This design comes from an exercise in tuning for small area, a short achievable clock period and few clock cycles per item on the open sky130 flow, not from production work. RTL that was checked went through simulation tests only; none was proved equivalent to the original. Power figures rest on the tool's default switching activity, not on a simulated workload.

// prince_top
module prince_top (
    input  wire         clk       ,
    input  wire         reset     ,
    input  wire         start     ,
    input  wire [191:0] plaintext ,
    input  wire [383:0] key       ,
    output reg          done      ,
    output wire [191:0] ciphertext
);
Size: ~3600 cells after synthesis, roughly 250 flip-flops, about 770 I/O pins, roughly 33000 µm² of cells after synthesis.
==> flow/config.mk <==
export PLATFORM = sky130hd
export DESIGN_NAME = prince_top
export DESIGN_NICKNAME = prince_top
export VERILOG_FILES = /design/flow/design.v
export SDC_FILE = /design/flow/constraint.sdc
export NUM_CORES = 4
export LEC_CHECK = 0
export CAP_MARGIN = 20
export CORE_MARGIN = 2
export CORE_UTILIZATION = 55
export PLACE_DENSITY = 0.8
export SETUP_SLACK_MARGIN = 2.5
export SLEW_MARGIN = 20
==> flow/constraint.sdc <==
create_clock -name core_clock -period 6.5 [get_ports {clk}]
set_input_delay 1.3000 -clock core_clock [delete_from_list [all_inputs] [get_ports {clk}]]
set_output_delay 1.3000 -clock core_clock [all_outputs]
set_load 0.01 [all_outputs]
standard.sh (not shown) runs the stock make flow with config.mk's settings and CLKGATE_MAP_FILE= SYNTH_SCRIPT=/design/flow/synth_recipe.tcl, a recipe that flattens the netlist after the stock synthesis.
==> flow/flow/run.sh <==
#!/bin/bash
# Standard ORFS layout with two changes:
#  - synthesis maps the logic with flow/area.abc, an area-oriented ABC script,
#    in place of ORFS's speed script (everything else in the standard
#    synthesis, synth_recipe.tcl, is unchanged, so the registers are the same);
#  - the port buffers that buffer_ports inserts are the smallest plain buffer
#    (repair may still resize them).
set -euo pipefail
work=$(pwd)
{
  echo "proc abc {args} {"
  echo "  set i [lsearch -exact \$args -script]"
  echo "  if {\$i >= 0} { lset args [expr {\$i + 1}] $work/flow/area.abc }"
  echo "  yosys abc {*}\$args"
  echo "}"
  cat synth_recipe.tcl
} > own_synth.tcl
export BUFFER_PORTS_ARGS="-buffer_cell sky130_fd_sc_hd__buf_1"
bash standard.sh SYNTH_SCRIPT="$work/own_synth.tcl" finish > standard_flow.log 2>&1
==> flow/flow/area.abc <==
&get -n
&st
&dch
&nf
&put
Testbench counts at the start, summed over its fixed seeds: cycles 7,104, items 192.
Edit:
CAP_MARGIN = 5   (was 20)
PLACE_DENSITY = unset   (was 0.8)
SLEW_MARGIN = 5   (was 20)
Effect:
- cell count is about the same
- non-clock buffer count came out higher by 7
- global-route usage fell by 0.21 points
- final area is higher by 0.62%
Edit:
CAP_MARGIN = 20   (was 5)
SETUP_SLACK_MARGIN = 3.0   (was 2.5)
SLEW_MARGIN = 20   (was 5)
Outcome:
- Now the flow finished but fails on capacitance limit, slew limit
- global-route usage went up by 5.6 points
- design area went up by a quarter to a third
- die area is unchanged
- total power went up by well over a third
- clock power went down by a little under a tenth
- cell count went up by roughly a tenth
- setup slack gets better by 0.14 ns
- core utilization went up by 18 points
Edit:
CORE_UTILIZATION = 62   (was 55)
SETUP_SLACK_MARGIN = 2.5   (was 3.0)
After rerunning:
- The new run finished with timing, DRC and antenna clean
- final area came out lower by 21%
- final cell count came out lower by about 11%
- maximum frequency came out lower by 5.8%
- routed wire length came out lower by about 18%
- sequential power came out lower by about 2%
- worst hold slack gets worse by 0.036 ns
- via count came out lower by about 13%
- utilization came out lower by 9.9 points
- clock skew came out higher by 0.012 ns
- global-route usage came out lower by 0.67 points


## birch
Another version of the RTL of prince_top (not shown whole).
Size in the first run: about 3800 cells after synthesis, about 260 flip-flops, ~35000 um2 of cells after synthesis.
==> flow/design.v (excerpt) <==
module prince_top (
    input  wire         clk       ,
    input  wire         reset     ,
    input  wire         start     ,
    input  wire [191:0] plaintext ,
    input  wire [383:0] key       ,
    output reg          done      ,
    output wire [191:0] ciphertext
);
Settings: LEC_CHECK=0, CAP_MARGIN=20, CORE_MARGIN=2, CORE_UTILIZATION=55, SETUP_SLACK_MARGIN=2.5, SLEW_MARGIN=20; clock period 6.5 ns.
Scripts as last shown in full above: flow/flow/run.sh, flow/flow/area.abc
[inputs] maple vs birch
# birch
export LEC_CHECK = 0
export CAP_MARGIN = 20
export CORE_MARGIN = 2
export CORE_UTILIZATION = 55
export SETUP_SLACK_MARGIN = 2.5
export SLEW_MARGIN = 20
create_clock -name core_clock -period 6.5 [get_ports {clk}]
# maple
export LEC_CHECK = 0
export CAP_MARGIN = 20
export CORE_MARGIN = 2
export CORE_UTILIZATION = 55
export SETUP_SLACK_MARGIN = 3.0
export SLEW_MARGIN = 20
create_clock -name core_clock -period 6.5 [get_ports {clk}]
Notes after the runs:
Having completed the whole flow, maple delivered a layout that passed the timing, design-rule and antenna checks.
Where via count is concerned, birch is better than maple.
In maple the power per cell area turned out about 1.1% higher than in birch.
For the met2 routing resource usage after global routing, maple came in 1.8 points higher than birch did.
Comparing maple and birch, register fraction of the total cell area is lower on maple.
Initial antenna violation count: maple vs birch down 1
Higher worst setup margin goes to maple over birch.
Per the comparison of maple with birch, transition time of the tightest slew-check pin dropped 97 ps; number of cells on the critical path decreased 2.
Sequential power in maple vs birch: up 8.1%
birch has higher data arrival time of the worst path than maple.
Function was not checked in any run of this note: the RTL went through the layout flow alone.


== build 49 ==
Another version of the RTL of prince_top (not shown whole).
For scale: about 3800 cells after synthesis, ~770 I/O pins, roughly 0.034 sq mm of cells after synthesis.
Settings: LEC_CHECK=0, CAP_MARGIN=20, CORE_MARGIN=2, CORE_UTILIZATION=55, SETUP_SLACK_MARGIN=2.8, SLEW_MARGIN=20; clock period 6.5 ns.
Scripts as last shown in full above: flow/flow/run.sh, flow/flow/area.abc
Testbench counts of build 49, summed over its fixed seeds: cycles 7,296, items 192.
Inputs modified between build 49 and build 44:
==> flow/run.sh (new file) <==
#!/bin/bash
# synth_recipe.tcl (not shown) runs the flow's synth.tcl, then flattens the netlist and writes it again
# the make line also repeats each setting of config.mk as NAME=value (left out here)
make -C /OpenROAD-flow-scripts/flow DESIGN_CONFIG=/design/flow/config.mk WORK_HOME=/design/flow/orfs CLKGATE_MAP_FILE= SYNTH_SCRIPT=/design/flow/synth_recipe.tcl finish
diff --git a/flow/config.mk b/flow/config.mk
--- a/flow/config.mk
+++ b/flow/config.mk
@@ -11 +11 @@
-export SETUP_SLACK_MARGIN = 2.8
+export SETUP_SLACK_MARGIN = 2.5
removed: flow/flow/run.sh
removed: flow/flow/area.abc
removed: flow/standard.sh
--- outcome ---
Via count (build 49 / build 44): 0.903
Summary — number of antenna diodes, build 44 relative to build 49: lower, by 8.
Against build 49, build 44 reports a share of final-layout standard cells stronger than drive strength 1 that is lower.
### build 44 -> build 64
==> flow/flow/run.sh (new file) <==
#!/bin/bash
# Standard ORFS layout with two changes:
#  - synthesis maps the logic with flow/area.abc, an area-oriented ABC script,
#    in place of ORFS's speed script (everything else in the standard
#    synthesis, synth_recipe.tcl, is unchanged, so the registers are the same);
#  - the port buffers that buffer_ports inserts are the smallest plain buffer
#    (repair may still resize them).
set -euo pipefail
work=$(pwd)
{
  echo "proc abc {args} {"
  echo "  set i [lsearch -exact \$args -script]"
  echo "  if {\$i >= 0} { lset args [expr {\$i + 1}] $work/flow/area.abc }"
  echo "  yosys abc {*}\$args"
  echo "}"
  cat synth_recipe.tcl
} > own_synth.tcl
export BUFFER_PORTS_ARGS="-buffer_cell sky130_fd_sc_hd__buf_1"
bash standard.sh SYNTH_SCRIPT="$work/own_synth.tcl" finish > standard_flow.log 2>&1
==> flow/flow/area.abc (new file) <==
&get -n
&st
&dch
&nf
&put
==> flow/standard.sh (new file) <==
#!/bin/bash
# synth_recipe.tcl (not shown) runs the flow's synth.tcl, then flattens the netlist and writes it again
# the make line also repeats each setting of config.mk as NAME=value (left out here)
make -C /OpenROAD-flow-scripts/flow DESIGN_CONFIG=/design/flow/config.mk WORK_HOME=/design/flow/orfs CLKGATE_MAP_FILE= SYNTH_SCRIPT=/design/flow/synth_recipe.tcl "${@:-finish}"
diff --git a/flow/config.mk b/flow/config.mk
--- a/flow/config.mk
+++ b/flow/config.mk
@@ -10,2 +10,2 @@
-export CORE_UTILIZATION = 55
-export SETUP_SLACK_MARGIN = 2.5
+export CORE_UTILIZATION = 45
+export SETUP_SLACK_MARGIN = 3.3
removed: flow/run.sh
Notes after the runs:
Build 64: full flow OK, the timing, design-rule and antenna checks passed
Build 44 was carried through to the last stage, and its layout satisfied the timing, design-rule and antenna checks.
Taking build 44 as the reference, in build 64 hold slack +0.011 ns; sequential-to-total area share from yosys stat +1.9 points; die area +4.0%; share of cell area taken by multi-input logic gates -0.54 points; area growth from synthesis to layout +26 points.
Relative to build 44, share of the final layout cell area in sequential cells increased by 0.29 points in build 64.
Looking at summed instance area of the synthesized netlist, build 64 sits about 15% lower than build 44 does.
Taking build 44 as the reference point, the setup slack of build 64 rises by 0.58 ns.
Comparing build 44 and build 64, the lower distinct cell type count of the synthesized netlist was measured on build 64.
Setup changes, build 64 to build 97
==> flow/run.sh (new file) <==
#!/bin/bash
# synth_recipe.tcl (not shown) runs the flow's synth.tcl, then flattens the netlist and writes it again
# the make line also repeats each setting of config.mk as NAME=value (left out here)
make -C /OpenROAD-flow-scripts/flow DESIGN_CONFIG=/design/flow/config.mk WORK_HOME=/design/flow/orfs CLKGATE_MAP_FILE= SYNTH_SCRIPT=/design/flow/synth_recipe.tcl finish
diff --git a/flow/config.mk b/flow/config.mk
--- a/flow/config.mk
+++ b/flow/config.mk
@@ -10,2 +10,2 @@
-export CORE_UTILIZATION = 45
-export SETUP_SLACK_MARGIN = 3.3
+export CORE_UTILIZATION = 55
+export SETUP_SLACK_MARGIN = 0.4
removed: flow/flow/run.sh
removed: flow/flow/area.abc
removed: flow/standard.sh
[summary]
Between build 64 and build 97, multi-input combinational area share increased.
Going from build 64 to build 97, leakage power -2.0 nW, layout clock buffer count went down by about 28%.
Build 97 vs build 64: sequential fraction of total cell area down
## Diff of input files: build 77 against build 97
diff --git a/flow/config.mk b/flow/config.mk
--- a/flow/config.mk
+++ b/flow/config.mk
@@ -11 +11 @@
-export SETUP_SLACK_MARGIN = 0.4
+export SETUP_SLACK_MARGIN = 3.5
--- outcome ---
Build 77 did not make it past global routing, where a tool error ended it. Build 97 ran to completion and came out clean on the timing, design-rule and antenna checks. Total placed instance area, build 97 and build 77: lower on build 97. As far as synthesized area goes, build 77 and build 97 are indistinguishable; the numbers are identical. Between build 97 and build 77, the arithmetic-cell share of the synthesized area counting full adders, half adders and majority gates does not differ in any meaningful way. Going from build 97 to build 77, the detailed-placement wirelength estimate was found to have gone down by about 0.53%. Total setup buffers inserted after CTS: higher on build 77. In terms of number of I/O port buffers, build 77 and build 97 differ only marginally.
What build 17 does differently from build 77 at the input level:
==> flow/flow/run.sh (new file) <==
#!/bin/bash
# Standard ORFS layout with two changes:
#  - synthesis maps the logic with flow/area.abc, an area-oriented ABC script,
#    in place of ORFS's speed script (everything else in the standard
#    synthesis, synth_recipe.tcl, is unchanged, so the registers are the same);
#  - the port buffers that buffer_ports inserts are the smallest plain buffer
#    (repair may still resize them).
set -euo pipefail
work=$(pwd)
{
  echo "proc abc {args} {"
  echo "  set i [lsearch -exact \$args -script]"
  echo "  if {\$i >= 0} { lset args [expr {\$i + 1}] $work/flow/area.abc }"
  echo "  yosys abc {*}\$args"
  echo "}"
  cat synth_recipe.tcl
} > own_synth.tcl
export BUFFER_PORTS_ARGS="-buffer_cell sky130_fd_sc_hd__buf_1"
bash standard.sh SYNTH_SCRIPT="$work/own_synth.tcl" finish > standard_flow.log 2>&1
==> flow/flow/area.abc (new file) <==
&get -n
&st
&dch
&nf
&put
==> flow/standard.sh (new file) <==
#!/bin/bash
# synth_recipe.tcl (not shown) runs the flow's synth.tcl, then flattens the netlist and writes it again
# the make line also repeats each setting of config.mk as NAME=value (left out here)
make -C /OpenROAD-flow-scripts/flow DESIGN_CONFIG=/design/flow/config.mk WORK_HOME=/design/flow/orfs CLKGATE_MAP_FILE= SYNTH_SCRIPT=/design/flow/synth_recipe.tcl "${@:-finish}"
diff --git a/flow/config.mk b/flow/config.mk
--- a/flow/config.mk
+++ b/flow/config.mk
@@ -11 +11 @@
-export SETUP_SLACK_MARGIN = 3.5
+export SETUP_SLACK_MARGIN = 3.0
removed: flow/run.sh
Results
Build 17: PASS, flow complete, no timing, DRC or antenna violations. Build 17 vs. build 77: placement-stage cell area fell 0.011 sq mm, effective utilization at floorplan rose 0.27 points, height of the die fell 7.6%, share of synthesized flip-flops with an asynchronous set or reset about even, half-perimeter wire length of the detailed placement result fell 17000 um.


prince_top with an RTL version that a note above also has.
Size in the first run: about 250 flip-flops, roughly 33000 um2 of cells after synthesis.
Settings: LEC_CHECK=0, CAP_MARGIN=20, CORE_MARGIN=2, CORE_UTILIZATION=55, SETUP_SLACK_MARGIN=2.65, SLEW_MARGIN=20; clock period 6.5 ns.
==> flow/flow/run.sh <==
#!/bin/bash
# Standard ORFS layout with two changes:
#  - synthesis maps the logic with flow/area.abc, an area-oriented ABC script,
#    in place of ORFS's speed script (everything else in the standard
#    synthesis, synth_recipe.tcl, is unchanged, so the registers are the same);
#  - the port buffers that buffer_ports inserts are the smallest plain buffer
#    (repair may still resize them).
set -euo pipefail
work=$(pwd)
{
  echo "proc abc {args} {"
  echo "  set i [lsearch -exact \$args -script]"
  echo "  if {\$i >= 0} { lset args [expr {\$i + 1}] $work/flow/area.abc }"
  echo "  yosys abc {*}\$args"
  echo "}"
  cat synth_recipe.tcl
} > own_synth.tcl
export BUFFER_PORTS_ARGS="-buffer_cell sky130_fd_sc_hd__buf_1"
bash standard.sh SYNTH_SCRIPT="$work/own_synth.tcl" finish > standard_flow.log 2>&1
==> flow/flow/area.abc <==
&get -n
&st
&dch
&nf
&put
The baseline produced a clean layout.
Testbench counts at the start, summed over its fixed seeds: cycles 7,104, items 192.
Next try:
Settings changed: SETUP_SLACK_MARGIN 2.65 to 2.5.
Result: The changed run finished clean. Synthesized cell count stays the same. Combinational power came out lower by about 8%. Clock-buffer cell count fell by 2. Global-route usage goes up by 0.20 points. Flip-flop and latch count is unchanged. Wire length falls by about 0.6%.
Next try:
Settings changed: SETUP_SLACK_MARGIN 2.5 to 2.2.
Outcome:
- utilization drops by 1.8 points
- worst setup slack loses 0.31 ns
- wire length came out lower by 1.0%
- die area is unchanged
- hold slack gets worse by 0.0045 ns
- register-to-register slack got worse by 0.37 ns
- total power falls by 4.3%
- combinational power falls by about 5%
- synthesized cell count is unchanged
- sequential share of layout area hardly moves


prince_top, a different RTL version from the one above (not shown whole).
make LEC_CHECK=0 CAP_MARGIN=20 CORE_MARGIN=2 CORE_UTILIZATION=25 SETUP_SLACK_MARGIN=0.4 SLEW_MARGIN=20 finish   # period 6.5 ns
run.sh (not shown) runs the stock make flow with config.mk's settings and CLKGATE_MAP_FILE= SYNTH_SCRIPT=/design/flow/synth_recipe.tcl, a recipe that flattens the netlist after the stock synthesis.
Stock flow here: none of the scripts above is used.
Change:
CORE_UTILIZATION = 55   (was 25)
What happened: Die area goes down by 54%; worst setup slack improved by 0.17 ns; design area goes down by 3.7%; clock power goes down by about 9%; flip-flop and latch count stays the same.
Function was not checked in any run of this note: the RTL went through the layout flow alone.

-- port drivers added, routing unchanged --
Ports are ideal in the flow. The routed layouts listed here were re-timed in OpenROAD.
Step 1 sets driving cells, clkbuf_16 on the clock port and buf_2 on the other inputs (assumed; they add their load-dependent delay and slew).
Step 2 also shifts input and output timing later by t, the mid clock arrival at the registers, as if the neighbouring blocks saw the same clock.
a / b / c = ideal / step 1 / step 2; a / b = the first two.
run	t, ns	slack for setup (ns)	worst hold slack (ns)	worst setup path after step 2	worst slew at a driven data input, ns
the first run of note 1	0.625	2.369 / 2.306 / 2.056	0.445 / 0.445 / 0.445	input to register	0.16
the second run of note 1	0.628	2.495 / 2.431 / 1.997	0.454 / 0.454 / 0.454	input to register	0.17
the third run of note 1	0.649	2.635 / 2.565 / 2.193	0.487 / 0.487 / 0.487	input to register	0.14
the fourth run of note 1	0.633	2.399 / 2.334 / 2.055	0.452 / 0.452 / 0.452	input to register	0.23
birch	0.635	2.423 / 2.423 / 2.011	0.448 / 0.448 / 0.448	input to register	0.15
maple	0.644	2.911 / 2.911 / 2.385	0.461 / 0.461 / 0.461	input to register	0.23
build 49	0.679	2.787 / 2.787 / 2.391	0.452 / 0.452 / 0.452	input to register	0.19
build 44	0.693	2.513 / 2.513 / 1.914	0.445 / 0.445 / 0.445	input to register	0.14
build 64	0.627	3.095 / 3.095 / 2.520	0.456 / 0.456 / 0.456	input to register	0.23
build 97	0.690	1.488 / 1.488 / 1.488	0.444 / 0.444 / 0.444	register to register	0.15
build 17	0.690	2.908 / 2.908 / 2.291	0.451 / 0.451 / 0.451	input to register	0.13
the first run of note 4	0.636	2.599 / 2.577 / 1.995	0.454 / 0.454 / 0.454	input to register	0.14
the second run of note 4	0.628	2.495 / 2.431 / 1.997	0.454 / 0.454 / 0.454	input to register	0.17
the third run of note 4	0.633	2.187 / 2.143 / 1.991	0.449 / 0.449 / 0.449	input to register	0.17
the first run of note 5	0.641	0.893 / 0.818 / 1.247	0.452 / 0.452 / 0.452	input to output	0.22
the second run of note 5	0.655	1.066 / 0.998 / 1.444	0.457 / 0.457 / 0.457	input to output	0.10
The setup slack of build 17, which loses most, moves by 0.000 ns with the drivers and by -0.617 ns with both steps.
